What follows belongs to an exercise in optimizing a design on an open flow for a short achievable clock period and few clock cycles; a production flow would make more cautious choices.
Only simulation tests tie the RTL to the original design; equivalence was not proved.
Power figures rest on the tool's default switching activity, not on a simulated workload.

==> flow/design.v <==
module ALU #(
  parameter W = 16
)(
  input [W-1:0] a, b,
  input ci,
  output [W-1:0] y,
  output co
);
  wire [W-1:0] p = a ^ b;
  wire [W-1:0] t = a | b;
  wire [W-1:0] gl [0:5];
  wire [W-1:0] tl [0:5];
  genvar i, k;
  generate
    for (i = 0; i < W; i = i + 1) begin : l1
      if (i >= 1) begin : s
        assign gl[1][i] = (a[i] & b[i]) | (a[i] & a[i-1] & b[i-1]) | (b[i] & a[i-1] & b[i-1]);
        assign tl[1][i] = t[i] & t[i-1];
      end else begin : n
        assign gl[1][i] = a[i] & b[i];
        assign tl[1][i] = t[i];
      end
    end
    for (k = 1; k < 5; k = k + 1) begin : lk
      for (i = 0; i < W; i = i + 1) begin : b
        if (i >= (1 << k)) begin : s
          assign gl[k+1][i] = gl[k][i] | (tl[k][i] & gl[k][i-(1<<k)]);
          assign tl[k+1][i] = tl[k][i] & tl[k][i-(1<<k)];
        end else begin : n
          assign gl[k+1][i] = gl[k][i];
          assign tl[k+1][i] = tl[k][i];
        end
      end
    end
  endgenerate
  wire [W:0] c = {gl[5] | (tl[5] & {W{ci}}), ci};
  assign y = p ^ c[W-1:0];
  assign co = c[W];
endmodule
module RegFile(
  input clk, rst, we,
  input [4:0] ra0, ra1, wa,
  input [31:0] wd,
  output [31:0] rd0, rd1
);
  reg [31:0] regvec[31:1];
  assign rd0 = (ra0 == 5'd0) ? 32'd0 : regvec[ra0];
  assign rd1 = (ra1 == 5'd0) ? 32'd0 : regvec[ra1];
  integer i;
  always @(posedge clk) begin
    if (rst) begin
      for (i = 1; i < 32; i = i + 1) regvec[i] <= 32'd0;
    end else if (we && wa != 5'd0) begin
      regvec[wa] <= wd;
    end
  end
endmodule
module Ctl(
  input [5:0] op,
  output is_add, is_addi, is_lw, is_sw, is_beq, is_j
);
  assign is_add = op == 6'b000000;
  assign is_addi = op == 6'b001000;
  assign is_lw = op == 6'b100011;
  assign is_sw = op == 6'b101011;
  assign is_beq = op == 6'b000100;
  assign is_j = op == 6'b000010;
endmodule
module PipelineCPU(
  input clk, rst,
  output [8:0] imem_addr,
  input [31:0] imem_data,
  output [8:0] dmem_addr,
  output [31:0] dmem_wdata,
  output dmem_we,
  input [31:0] dmem_rdata
);
  reg [8:0] pc;
  assign imem_addr = pc;
  wire [31:0] ins = imem_data;
  wire [4:0] rs = ins[25:21];
  wire [4:0] rt = ins[20:16];
  wire d_add, d_addi, d_lw, d_sw, d_beq, d_j;
  Ctl ctl(.op(ins[31:26]), .is_add(d_add), .is_addi(d_addi), .is_lw(d_lw),
          .is_sw(d_sw), .is_beq(d_beq), .is_j(d_j));
  wire beq_same = d_beq & (rs == rt);
  wire beq_cond = d_beq & (rs != rt);
  wire [4:0] dest = d_add ? ins[15:11] : rt;
  wire rd_nz = |ins[15:11];
  wire rt_nz = |rt;
  wire wr_alu = d_add & rd_nz | d_addi & rt_nz;
  wire wr_ld = d_lw & rt_nz;
  wire skippable = ~(wr_alu | wr_ld | d_sw | beq_cond);
  wire [31:0] rf_a, rf_b;
  reg ex_alu, ex_ld, ex_st, ex_br;
  reg f_am, f_bm, f_al, f_bl, f_aw, f_bw, f_an, f_bn, f_sm, f_sw, f_any;
  reg [4:0] ex_dest;
  reg [31:0] ex_a, ex_bs, ex_sd;
  reg [8:0] ex_tgt;
  reg mem_alu, mem_ld, mem_st, mem_br;
  reg [4:0] mem_dest;
  reg [15:0] mem_ylo, mem_ahi, mem_bhi;
  reg mem_c16, mem_fa, mem_fb, mem_eqlo;
  reg [31:0] mem_wd;
  reg [8:0] mem_tgt;
  reg wb_wr;
  reg [4:0] wb_dest;
  reg [31:0] wb_val;
  wire [15:0] wb_hi = wb_val[31:16];
  wire ex_zero;
  reg wb_taken;
  reg [8:0] wb_tgt;
  function [8:0] add9(input [8:0] a, input [8:0] b, input ci);
    reg [8:0] p, gg, tt;
    integer d, i;
    begin
      p = a ^ b;
      gg = a & b;
      tt = a | b;
      for (d = 1; d < 9; d = d * 2)
        for (i = 8; i >= d; i = i - 1) begin
          gg[i] = gg[i] | (tt[i] & gg[i-d]);
          tt[i] = tt[i] & tt[i-d];
        end
      add9 = p ^ {gg[7:0] | (tt[7:0] & {8{ci}}), ci};
    end
  endfunction
  wire [8:0] pc1 = add9(pc, 9'd0, 1'b1);
  wire [8:0] btgt = add9(pc, ins[8:0], 1'b1);
  wire [8:0] pm1 = add9(pc, 9'h1ff, 1'b0);
  wire bz = d_beq & ex_alu & ~f_any & (rt == 5'd0) & (rs == ex_dest);
  wire bz_go = bz & ex_zero & ~wb_taken;
  wire hold = d_sw & ex_alu & (rt == ex_dest);
  reg fv [0:7];
  reg [5:0] ftag [0:7];
  reg [8:0] fsucc [0:7];
  wire [7:0] fdec = 8'd1 << pc[2:0];
  reg [7:0] fmatch;
  reg [8:0] fsel;
  integer e;
  always @(*) begin
    fsel = 9'd0;
    for (e = 0; e < 8; e = e + 1) begin
      fmatch[e] = fdec[e] & fv[e] & (ftag[e] == pc[8:3]);
      fsel = fsel | ({9{fdec[e]}} & fsucc[e]);
    end
  end
  wire fhit = |fmatch;
  wire [8:0] succ = d_j ? ins[8:0] : beq_same ? btgt : pc1;
  reg fu;
  reg [8:0] fu_key;
  always @(posedge clk) begin
    fu <= ~rst & fold;
    fu_key <= pc;
  end
  reg fw;
  reg [8:0] fw_key, fw_succ;
  always @(posedge clk) begin
    fw <= ~rst & skippable;
    fw_key <= fu ? fu_key : pm1;
    fw_succ <= succ;
  end
  integer k;
  always @(posedge clk) begin
    if (rst) begin
      for (k = 0; k < 8; k = k + 1) fv[k] <= 1'b0;
    end else if (fw) begin
      fv[fw_key[2:0]] <= 1'b1;
      ftag[fw_key[2:0]] <= fw_key[8:3];
      fsucc[fw_key[2:0]] <= fw_succ;
    end
  end
  wire [8:0] pc_base = wb_taken ? wb_tgt :
                       hold ? pc :
                       d_j ? ins[8:0] :
                       beq_same ? btgt : pc1;
  wire fold = fhit & ~wb_taken & ~hold & ~d_j & ~beq_same & ~bz_go;
  wire [8:0] pc_next = fold ? fsel : bz_go ? btgt : pc_base;
  always @(posedge clk) begin
    if (rst) pc <= 9'd0;
    else pc <= pc_next;
  end
  wire mem_wr = mem_alu | mem_ld;
  wire [15:0] ahi = mem_fa ? wb_hi : mem_ahi;
  wire [15:0] bhi = mem_fb ? wb_hi : mem_bhi;
  wire br_taken = mem_br & mem_eqlo & (ahi == bhi);
  wire [15:0] yhi;
  wire co_hi;
  ALU #(.W(16)) alu_hi(.a(ahi), .b(bhi), .ci(mem_c16), .y(yhi), .co(co_hi));
  wire [31:0] mem_val = mem_ld ? dmem_rdata : {yhi, mem_ylo};
  wire [31:0] op_a = (wb_wr & (rs == wb_dest)) ? wb_val : rf_a;
  wire [31:0] op_b = (wb_wr & (rt == wb_dest)) ? wb_val : rf_b;
  wire ex_wr = ex_alu | ex_ld;
  wire use_b = d_add | d_beq;
  always @(posedge clk) begin
    if (rst | wb_taken | hold) begin
      ex_alu <= 1'b0;
      ex_ld <= 1'b0;
      ex_st <= 1'b0;
      ex_br <= 1'b0;
    end else begin
      ex_alu <= wr_alu;
      ex_ld <= wr_ld;
      ex_st <= d_sw;
      ex_br <= beq_cond & ~bz;
    end
    f_am <= ex_alu & (rs == ex_dest);
    f_bm <= ex_alu & (rt == ex_dest) & use_b;
    f_al <= ex_ld & (rs == ex_dest);
    f_bl <= ex_ld & (rt == ex_dest) & use_b;
    f_aw <= mem_wr & (rs == mem_dest) & ~(ex_wr & (rs == ex_dest));
    f_bw <= mem_wr & (rt == mem_dest) & ~(ex_wr & (rt == ex_dest)) & use_b;
    f_any <= ex_wr & ((rs == ex_dest) | (rt == ex_dest) & use_b) |
             mem_wr & ((rs == mem_dest) | (rt == mem_dest) & use_b);
    f_an <= ~(ex_wr & (rs == ex_dest)) & ~(mem_wr & (rs == mem_dest));
    f_bn <= ~(ex_wr & (rt == ex_dest) & use_b) & ~(mem_wr & (rt == mem_dest) & use_b);
    f_sm <= ex_ld & (rt == ex_dest);
    f_sw <= mem_wr & (rt == mem_dest) & ~(ex_wr & (rt == ex_dest));
    ex_dest <= dest;
    ex_a <= op_a;
    ex_bs <= (d_add | d_beq) ? op_b : {{16{ins[15]}}, ins[15:0]};
    ex_sd <= op_b;
    ex_tgt <= btgt;
  end
  wire [15:0] alo = {16{f_am}} & mem_ylo | {16{f_al}} & dmem_rdata[15:0] |
                    {16{f_aw}} & wb_val[15:0] | {16{f_an}} & ex_a[15:0];
  wire [15:0] blo = {16{f_bm}} & mem_ylo | {16{f_bl}} & dmem_rdata[15:0] |
                    {16{f_bw}} & wb_val[15:0] | {16{f_bn}} & ex_bs[15:0];
  wire [15:0] ylo;
  wire c16;
  ALU #(.W(16)) alu_lo(.a(alo), .b(blo), .ci(1'b0), .y(ylo), .co(c16));
  assign ex_zero = ((ex_a ^ ex_bs) == {ex_a[30:0] | ex_bs[30:0], 1'b0});
  wire [31:0] sd = f_sm ? dmem_rdata : f_sw ? wb_val : ex_sd;
  always @(posedge clk) begin
    if (rst | wb_taken) begin
      mem_alu <= 1'b0;
      mem_ld <= 1'b0;
      mem_st <= 1'b0;
      mem_br <= 1'b0;
    end else begin
      mem_alu <= ex_alu;
      mem_ld <= ex_ld;
      mem_st <= ex_st & ~br_taken;
      mem_br <= ex_br;
    end
    mem_dest <= ex_dest;
    mem_ylo <= ylo;
    mem_c16 <= c16;
    mem_ahi <= f_aw ? wb_val[31:16] : ex_a[31:16];
    mem_bhi <= f_bw ? wb_val[31:16] : ex_bs[31:16];
    mem_fa <= f_am | f_al;
    mem_fb <= f_bm | f_bl;
    mem_eqlo <= (alo == blo);
    mem_wd <= sd;
    mem_tgt <= ex_tgt;
  end
  assign dmem_addr = mem_ylo[10:2];
  assign dmem_wdata = mem_wd;
  assign dmem_we = mem_st;
  always @(posedge clk) begin
    wb_wr <= ~rst & mem_wr & ~wb_taken;
    wb_taken <= ~rst & br_taken & ~wb_taken;
    wb_tgt <= mem_tgt;
    wb_dest <= mem_dest;
    wb_val <= mem_val;
  end
  RegFile reg_file(.clk(clk), .rst(rst), .we(wb_wr), .wa(wb_dest), .wd(wb_val),
                   .ra0(rs), .ra1(rt), .rd0(rf_a), .rd1(rf_b));
endmodule
==> flow/run.sh <==
#!/bin/bash
# synth_recipe.tcl (not shown) runs the flow's synth.tcl, then flattens the netlist and writes it again
# the make line also repeats each setting of config.mk as NAME=value (left out here)
make -C /OpenROAD-flow-scripts/flow DESIGN_CONFIG=/design/flow/config.mk WORK_HOME=/design/flow/orfs CLKGATE_MAP_FILE= SYNTH_SCRIPT=/design/flow/synth_recipe.tcl finish
==> flow/config.mk <==
export PLATFORM = sky130hd
export DESIGN_NAME = PipelineCPU
export DESIGN_NICKNAME = PipelineCPU
export VERILOG_FILES = /design/flow/design.v
export SDC_FILE = /design/flow/constraint.sdc
export NUM_CORES = 4
export LEC_CHECK = 0
export CAP_MARGIN = 20
export CORE_MARGIN = 2
export CORE_UTILIZATION = 40
export SETUP_SLACK_MARGIN = 4.3
export SLEW_MARGIN = 20
==> flow/constraint.sdc <==
create_clock -name core_clock -period 6.5 [get_ports {clk}]
set_input_delay 1.3000 -clock core_clock [delete_from_list [all_inputs] [get_ports {clk}]]
set_output_delay 1.3000 -clock core_clock [all_outputs]
set_load 0.01 [all_outputs]
==> reports/metrics.csv <==
stage,metric,value,unit
sta,fin_crit,3040,ps
logic_synthesis,synth_seq_area_share,54.6,%
cts,clock_latency,850,ps
cts,root_buffer,clkbuf_16,
min_path,min-delay-start,mem_tgt[0],
logic_synthesis,yosysUniqueCellTypes,82,
job,cap_violations,0,
die,start_util,40.3,%
sta,fin_crit_sh,46.8,%
min_path,hp-class,flip-flop to flip-flop,
cts,cts.clk_slew.worst_paths,60,ps
critical_path,timing.rr.start,pc[0],
power_and_ir_drop,fin_total_pwr,26300,uW
sta,setup_violations,0,
logic_synthesis,ys_ff_latch,1465,
final_layout,fillers,14800,
detailed_routing,drc_errors,0,
sta,slew_headroom,31.8,%
logic_synthesis,synth_ff_type,edfxtp_1,
die,dieHeight,436,um
cts,cts.sinks,1465,
detailed_routing,routed_via_density,6.25,
place,dp_slack,1570,ps
critical_path,crit_path_end_kind,flip-flop,
sta,hold_viol,0,
power_and_ir_drop,vdd_drop_max,0.227,mV
final_layout,drive_gt1_share,37.3,%
critical_path,cp-start-kind,input pin,
die,die_area,0.190,mm2
logic_synthesis,syn_area,0.0747,mm2
logic_synthesis,synthCells,5651,
min_path,holdPathEnd,wb_tgt[0],
die,die_x,436,um
sta,worst_slew_pin_slew,1020,ps
detailed_routing,vias,55700,
grt,antenna_found_initial,25,
detailed_routing,drt-total-wl,306,mm
run_status,status,finished clean,
sta,fmax,329,MHz
cts,numCtsBuffers,158,
die,boundaryPins,117,
grt,grt_max_degree,65,
cts,ctsLongestPathBuffers,3,
logic_synthesis,synth_top_area_cell,edfxtp_1,
cts,cts_tree,done,
power_and_ir_drop,leakagePower,0.0370,uW
critical_path,required,7240,ps
critical_path,r2r_slack,3500,ps
logic_synthesis,synthArstFlopShare,0,%
grt,grt_pass1_wl,418,mm
min_path,hold_depth,0,
detailed_routing,detail_route.wl_per_cell,34.3,um
power_and_ir_drop,power.density,265,mW/mm2
sta,worst_slack,3460,ps
sta,slew_violations,0,
critical_path,crit_fanout,3,
die,num_rows,158,
place,dpl.hpwl,155,mm
logic_synthesis,yosysWarningCount,3,
sta,finClkSkew,59.1,ps
logic_synthesis,synth_area_per_cell,13.2,um2
logic_synthesis,synth_area_leaders,"edfxtp_1 46%, mux4_2 14%, dfxtp_1 8.6%, and2_1 8.4%, mux2i_1 3.9%",
final_layout,layout_commonest_cell,edfxtp_1,
detailed_routing,drt_pass1_iterations,6,
final_layout,area_growth_syn_to_layout,32.6,%
detailed_routing,initialDrtViolationCount,8332,
cts,htreeDepth,4,
grt,grt_usage,31.1,%
logic_synthesis,synth_top_area_share,46.0,%
critical_path,cp.arrival,3780,ps
place,port_buffers,116,
die,core,0.185,mm2
place,place.gp.congestion,0.944,
final_layout,layout_common_cells,"1,144 x edfxtp_1, 1,001 x and2_1, 454 x mux4_2",
critical_path,rr_worst_depth,11,
sta,tns,0,ps
detailed_routing,ant_nets,0,
sta,grt_setup_unrepaired,yes,
final_layout,fin_nets,6465,
logic_synthesis,synth_enable_flop_cells,1144,
grt,gr-total-overflow,0,
critical_path,critical_path_class,input pin to flip-flop,
grt,grt_pass1_vias,54400,
critical_path,timing.rr.end,pc[4],
## sequential cells by signal, indices dropped and copies added (netlist names), 32 cells and up
| name | count |
|---|---|
| ex_a | 32 |
| ex_bs | 32 |
| ex_sd | 32 |
| fsucc | 72 |
| ftag | 48 |
| mem_wd | 32 |
| reg_file.regvec | 1024 |
| wb_val | 32 |
## worst max-delay path, stage by stage
cell and delay (ps):
buf_8 100, or4_4 540, buf_6 160, nor4_4 120, buf_4 180, nand2_4 60
or4b_1 520, nand4_1 180, buf_4 150, buf_6 90, buf_6 80, buf_6 80
buf_6 80, a21o_1 140
## cells by family (layout without fill, tap and decap cells)
family	count (synthesis)	in the layout	synth area share (%)
compound gates	776	776	6.65
xor+xnor	165	165	1.94
fa+ha+maj	117	117	1.97
buf+inv	693	1414	3.60
flops	1465	1465	54.6
mux	859	859	19.3
other cells	1	44	0.00502
simple gates	1575	1587	11.9
## synth_stat cells (all sizes together) (19+ instances only)
| cell | number |
|---|---|
| a211oi | 19 |
| a21oi | 81 |
| a221oi | 73 |
| a22oi | 141 |
| and2 | 1001 |
| buf | 103 |
| clkbuf | 431 |
| dfxtp | 321 |
| edfxtp | 1144 |
| ha | 116 |
| inv | 158 |
| mux2 | 116 |
| mux2i | 289 |
| mux4 | 454 |
| nand2 | 239 |
| nand3 | 29 |
| nand4 | 22 |
| nor2 | 157 |
| nor3 | 23 |
| nor4 | 39 |
| o211ai | 40 |
| o21ai | 328 |
| xnor2 | 106 |
| xor2 | 59 |
## how the worst max path moves through the flow
stage | from | endpoint | slack (ps) | cells after the start
2_1_floorplan | imem_data[27] | pc[7] | 3100 | 9
3_3_place_gp | imem_data[16] | ex_bs[1] | 1590 | 8
3_5_place_dp | imem_data[17] | ex_bs[23] | 1570 | 7
4_1_cts | imem_data[30] | pc[7] | 3530 | 11
5_1_grt | ex_bs[7] | pc[7] | 3430 | 13
6_report | imem_data[26] | fw_succ[7] | 3460 | 14
## layer usage
layer,up-vias,wire [um],GRT usage (%)
li1,22400,-,-
met1,28200,111000,40.2
met2,4110,135000,46.8
met3,972,37200,8.16
met4,10,22300,19.0
met5,-,275,0
## where the power goes
group	leakage, uW	internal [uW]	switching, uW
Clock	0.00250	5080	4050
Combinational	0.0202	2390	3510
Sequential	0.0143	10800	481
Total	0.0370	18200	8040
## metrics by stage
step	hold WS, ps	std cells	cell area, um2	util [%]
after floorplan	310	5682	78200	-
after global placement	311	7900	79800	43.0
after detailed placement	312	7906	79900	43.1
after CTS	312	8760	96200	51.9
after global routing	327	8898	99000	53.4
final	312	8907	99000	53.4
## timing repair
item	in CTS	in global routing
gates cloned	127	8
hold buffers	0	0
setup endpoints to repair	2317	1277
resized for setup	1156	351
setup buffers	434	127
pin swaps	262	225
## cell type report
cell class | count | area, um2 | area share [%]
well taps | 2480 | 3100 | 3.13
clock inverters | 83 | 821 | 0.829
flip-flops and latches | 1465 | 40900 | 41.4
multi-input cells | 3536 | 35900 | 36.3
diodes | 12 | 30.0 | 0.0303
clock buffers | 210 | 4320 | 4.37
repair buffers | 962 | 13200 | 13.3
inverters | 159 | 653 | 0.660
Testbench counts, summed over its fixed seeds: cycles 63,462.

-- static timing again, ports no longer ideal --
Ports are ideal in the flow. The routed layout listed here was re-timed in OpenROAD. Step 1 sets driving cells, clkbuf_16 on the clock port and buf_2 on the other inputs (assumed; they add their load-dependent delay and slew). Step 2 moves the port delays by t, midway between the first and last clock arrival at a register: inputs arrive t later, outputs are due t later. That takes back most of the time a late clock gives input paths. a / b / c = ideal / step 1 / step 2; a / b = the first two.
shift t [ns]: 0.907
slack for setup (ns): 3.461 / 2.806 / 1.899
hold WS [ns]: 0.312 / 0.312 / 0.312
worst setup path after step 2: input to register
latest minus earliest clock arrival (ns): 0.060 / 0.060
After both steps setup and hold are still met in this run. The setup slack of this run moves by -0.655 ns with the drivers and by -1.562 ns with both steps.
